This design comes from an exercise in tuning for small area, a short achievable clock period and few clock cycles per item on the open sky130 flow, not from production work. The RTL was checked by simulation tests, not by an equivalence proof against the original design. Power is estimated from default activity; no workload was simulated.

==> flow/design.v <==
module cache(
    clk,
    proc_reset,
    proc_read,
    proc_write,
    proc_addr,
    proc_rdata,
    proc_wdata,
    proc_stall,
    mem_read,
    mem_write,
    mem_addr,
    mem_rdata,
    mem_wdata,
    mem_ready
);
    input          clk;
    input          proc_reset;
    input          proc_read, proc_write;
    input   [29:0] proc_addr;
    input   [31:0] proc_wdata;
    output         proc_stall;
    output  [31:0] proc_rdata;
    input  [127:0] mem_rdata;
    input          mem_ready;
    output         mem_read, mem_write;
    output  [27:0] mem_addr;
    output [127:0] mem_wdata;
    localparam S_IDLE = 2'd0;
    localparam S_RD   = 2'd1;
    localparam S_WR   = 2'd2;
    reg  [1:0]   state;
    reg  [1:0]   next_state;
    wire [24:0]  tag    = proc_addr[29:5];
    wire [2:0]   index  = proc_addr[4:2];
    wire [1:0]   offset = proc_addr[1:0];
    wire s_idle = (state == S_IDLE);
    wire s_rd   = (state == S_RD);
    wire s_wr   = (state == S_WR);
    wire req    = proc_read || proc_write;
    reg  [127:0] fill;
    always @(*) begin
        fill = mem_rdata;
        if (proc_write) fill[offset*32 +: 32] = proc_wdata;
    end
    reg  [7:0]   valid;
    wire [7:0]   line_hit;
    wire [127:0] line_data [0:7];
    wire [7:0]   sel = 8'b1 << index;
    genvar gi, gw;
    generate
        for (gi = 0; gi < 8; gi = gi + 1) begin : g_line
            reg  [24:0]  ltag;
            reg  [127:0] ldata;
            cache_tag_cmp u_cmp (
                .v(valid[gi]), .a(ltag), .b(tag), .hit(line_hit[gi])
            );
            assign line_data[gi] = ldata;
            always @(posedge clk)
                if (sel[gi] && s_rd) ltag <= tag;
            for (gw = 0; gw < 4; gw = gw + 1) begin : g_word
                always @(posedge clk)
                    if (sel[gi] && (s_rd || (s_wr && offset == gw)))
                        ldata[gw*32 +: 32] <= fill[gw*32 +: 32];
            end
        end
    endgenerate
    wire [128:0] picked;
    cache_sel8 u_sel (
        .sel(sel),
        .d0({line_hit[0], line_data[0]}), .d1({line_hit[1], line_data[1]}),
        .d2({line_hit[2], line_data[2]}), .d3({line_hit[3], line_data[3]}),
        .d4({line_hit[4], line_data[4]}), .d5({line_hit[5], line_data[5]}),
        .d6({line_hit[6], line_data[6]}), .d7({line_hit[7], line_data[7]}),
        .q(picked)
    );
    wire         hit  = picked[128];
    wire [127:0] line = picked[127:0];
    wire [3:0] wsel = {offset == 2'd3, offset == 2'd2, offset == 2'd1, offset == 2'd0};
    wire       done;
    cache_rsel8 u_rsel (
        .sel({{4{s_rd}} & wsel, {4{!s_rd}} & wsel}),
        .d0(line[31:0]),       .d1(line[63:32]),
        .d2(line[95:64]),      .d3(line[127:96]),
        .d4(mem_rdata[31:0]),  .d5(mem_rdata[63:32]),
        .d6(mem_rdata[95:64]), .d7(mem_rdata[127:96]),
        .q(proc_rdata)
    );
    reg  [127:0] merged;
    integer mw;
    always @(*)
        for (mw = 0; mw < 4; mw = mw + 1)
            merged[mw*32 +: 32] = wsel[mw] ? proc_wdata : line[mw*32 +: 32];
    assign mem_addr   = proc_addr[29:2];
    assign mem_wdata  = merged;
    assign proc_stall = !done;
    cache_ctl_out u_ctl (
        .hit(hit),
        .go_rd(s_idle && proc_read && !proc_write),
        .go_wr(s_idle && proc_write),
        .ready_done(mem_ready && (s_wr || (s_rd && !proc_write))),
        .s_rd(s_rd), .s_wr(s_wr),
        .mem_read(mem_read), .mem_write(mem_write), .done(done)
    );
    always @(*) begin
        next_state = state;
        case (state)
            S_IDLE: if (proc_write && hit)                      next_state = S_WR;
                    else if ((proc_read || proc_write) && !hit) next_state = S_RD;
            S_RD:   if (mem_ready) next_state = proc_write ? S_WR : S_IDLE;
            S_WR:   if (mem_ready) next_state = S_IDLE;
            default:               next_state = S_IDLE;
        endcase
    end
    always @(posedge clk or posedge proc_reset) begin
        if (proc_reset) begin
            state <= S_IDLE;
            valid <= 8'b0;
        end else begin
            state <= next_state;
            if (s_rd) valid[index] <= 1'b1;
        end
    end
endmodule
module cache_tag_cmp(v, a, b, hit);
    input        v;
    input [24:0] a, b;
    output       hit;
    assign hit = v && (a == b);
endmodule
module cache_sel8(sel, d0, d1, d2, d3, d4, d5, d6, d7, q);
    input  [7:0]   sel;
    input  [128:0] d0, d1, d2, d3, d4, d5, d6, d7;
    output [128:0] q;
    assign q = ({129{sel[0]}} & d0) | ({129{sel[1]}} & d1)
             | ({129{sel[2]}} & d2) | ({129{sel[3]}} & d3)
             | ({129{sel[4]}} & d4) | ({129{sel[5]}} & d5)
             | ({129{sel[6]}} & d6) | ({129{sel[7]}} & d7);
endmodule
module cache_rsel8(sel, d0, d1, d2, d3, d4, d5, d6, d7, q);
    input  [7:0]   sel;
    input  [31:0] d0, d1, d2, d3, d4, d5, d6, d7;
    output [31:0] q;
    assign q = ({32{sel[0]}} & d0) | ({32{sel[1]}} & d1)
             | ({32{sel[2]}} & d2) | ({32{sel[3]}} & d3)
             | ({32{sel[4]}} & d4) | ({32{sel[5]}} & d5)
             | ({32{sel[6]}} & d6) | ({32{sel[7]}} & d7);
endmodule
module cache_ctl_out(hit, go_rd, go_wr, ready_done, s_rd, s_wr,
                     mem_read, mem_write, done);
    input  hit, go_rd, go_wr, ready_done, s_rd, s_wr;
    output mem_read, mem_write, done;
    assign mem_read  = ((go_rd || go_wr) && !hit) || s_rd;
    assign mem_write = (go_wr && hit) || s_wr;
    assign done      = (go_rd && hit) || ready_done;
endmodule
==> flow/config.mk <==
export PLATFORM = sky130hd
export DESIGN_NAME = cache
export DESIGN_NICKNAME = cache
export VERILOG_FILES = /design/flow/design.v
export SDC_FILE = /design/flow/constraint.sdc
export NUM_CORES = 4
export LEC_CHECK = 0
export CAP_MARGIN = 20
export CORE_MARGIN = 2
export CORE_UTILIZATION = 40
export SETUP_SLACK_MARGIN = 2.0
export SLEW_MARGIN = 20
export SYNTH_HIERARCHICAL = 1
export TNS_END_PERCENT = 0
==> flow/constraint.sdc <==
create_clock -name core_clock -period 5.0 [get_ports {clk}]
set_input_delay 1.0000 -clock core_clock [delete_from_list [all_inputs] [get_ports {clk}]]
set_output_delay 1.0000 -clock core_clock [all_outputs]
set_load 0.01 [all_outputs]
standard.sh (not shown) runs the stock make flow with config.mk's settings and CLKGATE_MAP_FILE= SYNTH_SCRIPT=/design/flow/synth_recipe.tcl, a recipe that flattens the netlist after the stock synthesis.
==> flow/flow/run.sh <==
#!/bin/bash
# Layout flow: the standard ORFS flow (standard.sh, standard synthesis
# unchanged), with two changes to how the layout is made:
#  - the port buffers that global placement inserts are buf_2 cells rather
#    than the delay cells the resizer picks by default;
#  - clock tree synthesis runs with ORFS's default arguments plus
#    -dont_use_dummy_load, so no dummy loads are added to the clock tree,
#    and with sinks clustered up to 22 to a leaf buffer (at most 100 um across).
# make's full output goes to standard.log in this folder; ORFS's per-step
# logs stay under orfs/logs/.
set -euo pipefail
export BUFFER_PORTS_ARGS="-buffer_cell sky130_fd_sc_hd__buf_2"
export CTS_ARGS="-sink_clustering_enable -repair_clock_nets -dont_use_dummy_load -sink_clustering_size 22 -sink_clustering_max_diameter 100"
bash standard.sh > standard.log 2>&1
Testbench counts at the start, summed over its fixed seeds: cycles 109,150, items 32,000.
Then changed:
--- a/flow/design.v
+++ b/flow/design.v
@@ -65,17 +65,26 @@
             end
         end
     endgenerate
-    wire [128:0] picked;
-    cache_sel8 u_sel (
-        .sel(sel),
-        .d0({line_hit[0], line_data[0]}), .d1({line_hit[1], line_data[1]}),
-        .d2({line_hit[2], line_data[2]}), .d3({line_hit[3], line_data[3]}),
-        .d4({line_hit[4], line_data[4]}), .d5({line_hit[5], line_data[5]}),
-        .d6({line_hit[6], line_data[6]}), .d7({line_hit[7], line_data[7]}),
-        .q(picked)
-    );
-    wire         hit  = picked[128];
-    wire [127:0] line = picked[127:0];
+    wire         hit;
+    wire [127:0] line;
+    wire [7:0]   hsel;
+    cache_dec8 u_hdec (.index(index), .sel(hsel));
+    cache_hsel8 u_hsel (.sel(hsel), .d(line_hit), .q(hit));
+    genvar gv;
+    generate
+        for (gv = 0; gv < 8; gv = gv + 1) begin : g_lhalf
+            wire [7:0] dsel;
+            cache_dec8 u_dec (.index(index), .sel(dsel));
+            cache_wsel8 u_wsel (
+                .sel(dsel),
+                .d0(line_data[0][gv*16 +: 16]), .d1(line_data[1][gv*16 +: 16]),
+                .d2(line_data[2][gv*16 +: 16]), .d3(line_data[3][gv*16 +: 16]),
+                .d4(line_data[4][gv*16 +: 16]), .d5(line_data[5][gv*16 +: 16]),
+                .d6(line_data[6][gv*16 +: 16]), .d7(line_data[7][gv*16 +: 16]),
+                .q(line[gv*16 +: 16])
+            );
+        end
+    endgenerate
     wire [3:0] wsel = {offset == 2'd3, offset == 2'd2, offset == 2'd1, offset == 2'd0};
     wire       done;
     cache_rsel8 u_rsel (
@@ -128,15 +137,6 @@
     output       hit;
     assign hit = v && (a == b);
 endmodule
-module cache_sel8(sel, d0, d1, d2, d3, d4, d5, d6, d7, q);
-    input  [7:0]   sel;
-    input  [128:0] d0, d1, d2, d3, d4, d5, d6, d7;
-    output [128:0] q;
-    assign q = ({129{sel[0]}} & d0) | ({129{sel[1]}} & d1)
-             | ({129{sel[2]}} & d2) | ({129{sel[3]}} & d3)
-             | ({129{sel[4]}} & d4) | ({129{sel[5]}} & d5)
-             | ({129{sel[6]}} & d6) | ({129{sel[7]}} & d7);
-endmodule
 module cache_rsel8(sel, d0, d1, d2, d3, d4, d5, d6, d7, q);
     input  [7:0]   sel;
     input  [31:0] d0, d1, d2, d3, d4, d5, d6, d7;
@@ -154,3 +154,23 @@
     assign mem_write = (go_wr && hit) || s_wr;
     assign done      = (go_rd && hit) || ready_done;
 endmodule
+module cache_dec8(index, sel);
+    input  [2:0] index;
+    output [7:0] sel;
+    assign sel = 8'b1 << index;
+endmodule
+module cache_hsel8(sel, d, q);
+    input  [7:0] sel;
+    input  [7:0] d;
+    output       q;
+    assign q = |(sel & d);
+endmodule
+module cache_wsel8(sel, d0, d1, d2, d3, d4, d5, d6, d7, q);
+    input  [7:0]  sel;
+    input  [15:0] d0, d1, d2, d3, d4, d5, d6, d7;
+    output [15:0] q;
+    assign q = ({16{sel[0]}} & d0) | ({16{sel[1]}} & d1)
+             | ({16{sel[2]}} & d2) | ({16{sel[3]}} & d3)
+             | ({16{sel[4]}} & d4) | ({16{sel[5]}} & d5)
+             | ({16{sel[6]}} & d6) | ({16{sel[7]}} & d7);
+endmodule
Result:
- wire length falls by about 1.4%
- via count rises by 0.82%
- area after synthesis rises by 2.3%
- sequential share of layout area falls by 0.64 points
- count of clock-buffer cells in the layout falls by 1
- die area rises by about 2.3%
- setup slack is better by 0.16 ns
- clock skew rises by 0.020 ns
- fmax rises by 3.9%
- total power falls by about 0.3%
- non-clock buffer count falls by 6
Testbench counts after the change, summed over its fixed seeds: cycles 109,150, items 32,000.

-- static timing again, ports no longer ideal --
No port has a modelled driver above. Below, the same layouts with a new extraction and two added sets of constraints.
Step 1 (the two cells are an assumption about what drives the block):
set clk [get_ports {clk}]
set_driving_cell -lib_cell sky130_fd_sc_hd__clkbuf_16 $clk
set_driving_cell -lib_cell sky130_fd_sc_hd__buf_2 [delete_from_list [all_inputs] $clk]
Step 2 times the ports against the registers' clock, not the clock port: input delays grow and output delays shrink by t, the midpoint of the rising clock arrivals with the driver on.
a / b / c = ideal ports / drivers / drivers and shift; a / b = the first two.
run | shift t [ns] | setup WS [ns] | worst hold slack (ns)
the first run | 0.732 | 0.676 / 0.621 / 0.621 | 0.334 / 0.280 / 0.459
the second run | 0.743 | 0.836 / 0.510 / 0.510 | 0.366 / 0.306 / 0.468
After both steps setup and hold are still met in every run listed. For the second run, which loses most, drivers alone change the setup slack by -0.326 ns; drivers and shift together by -0.326 ns.
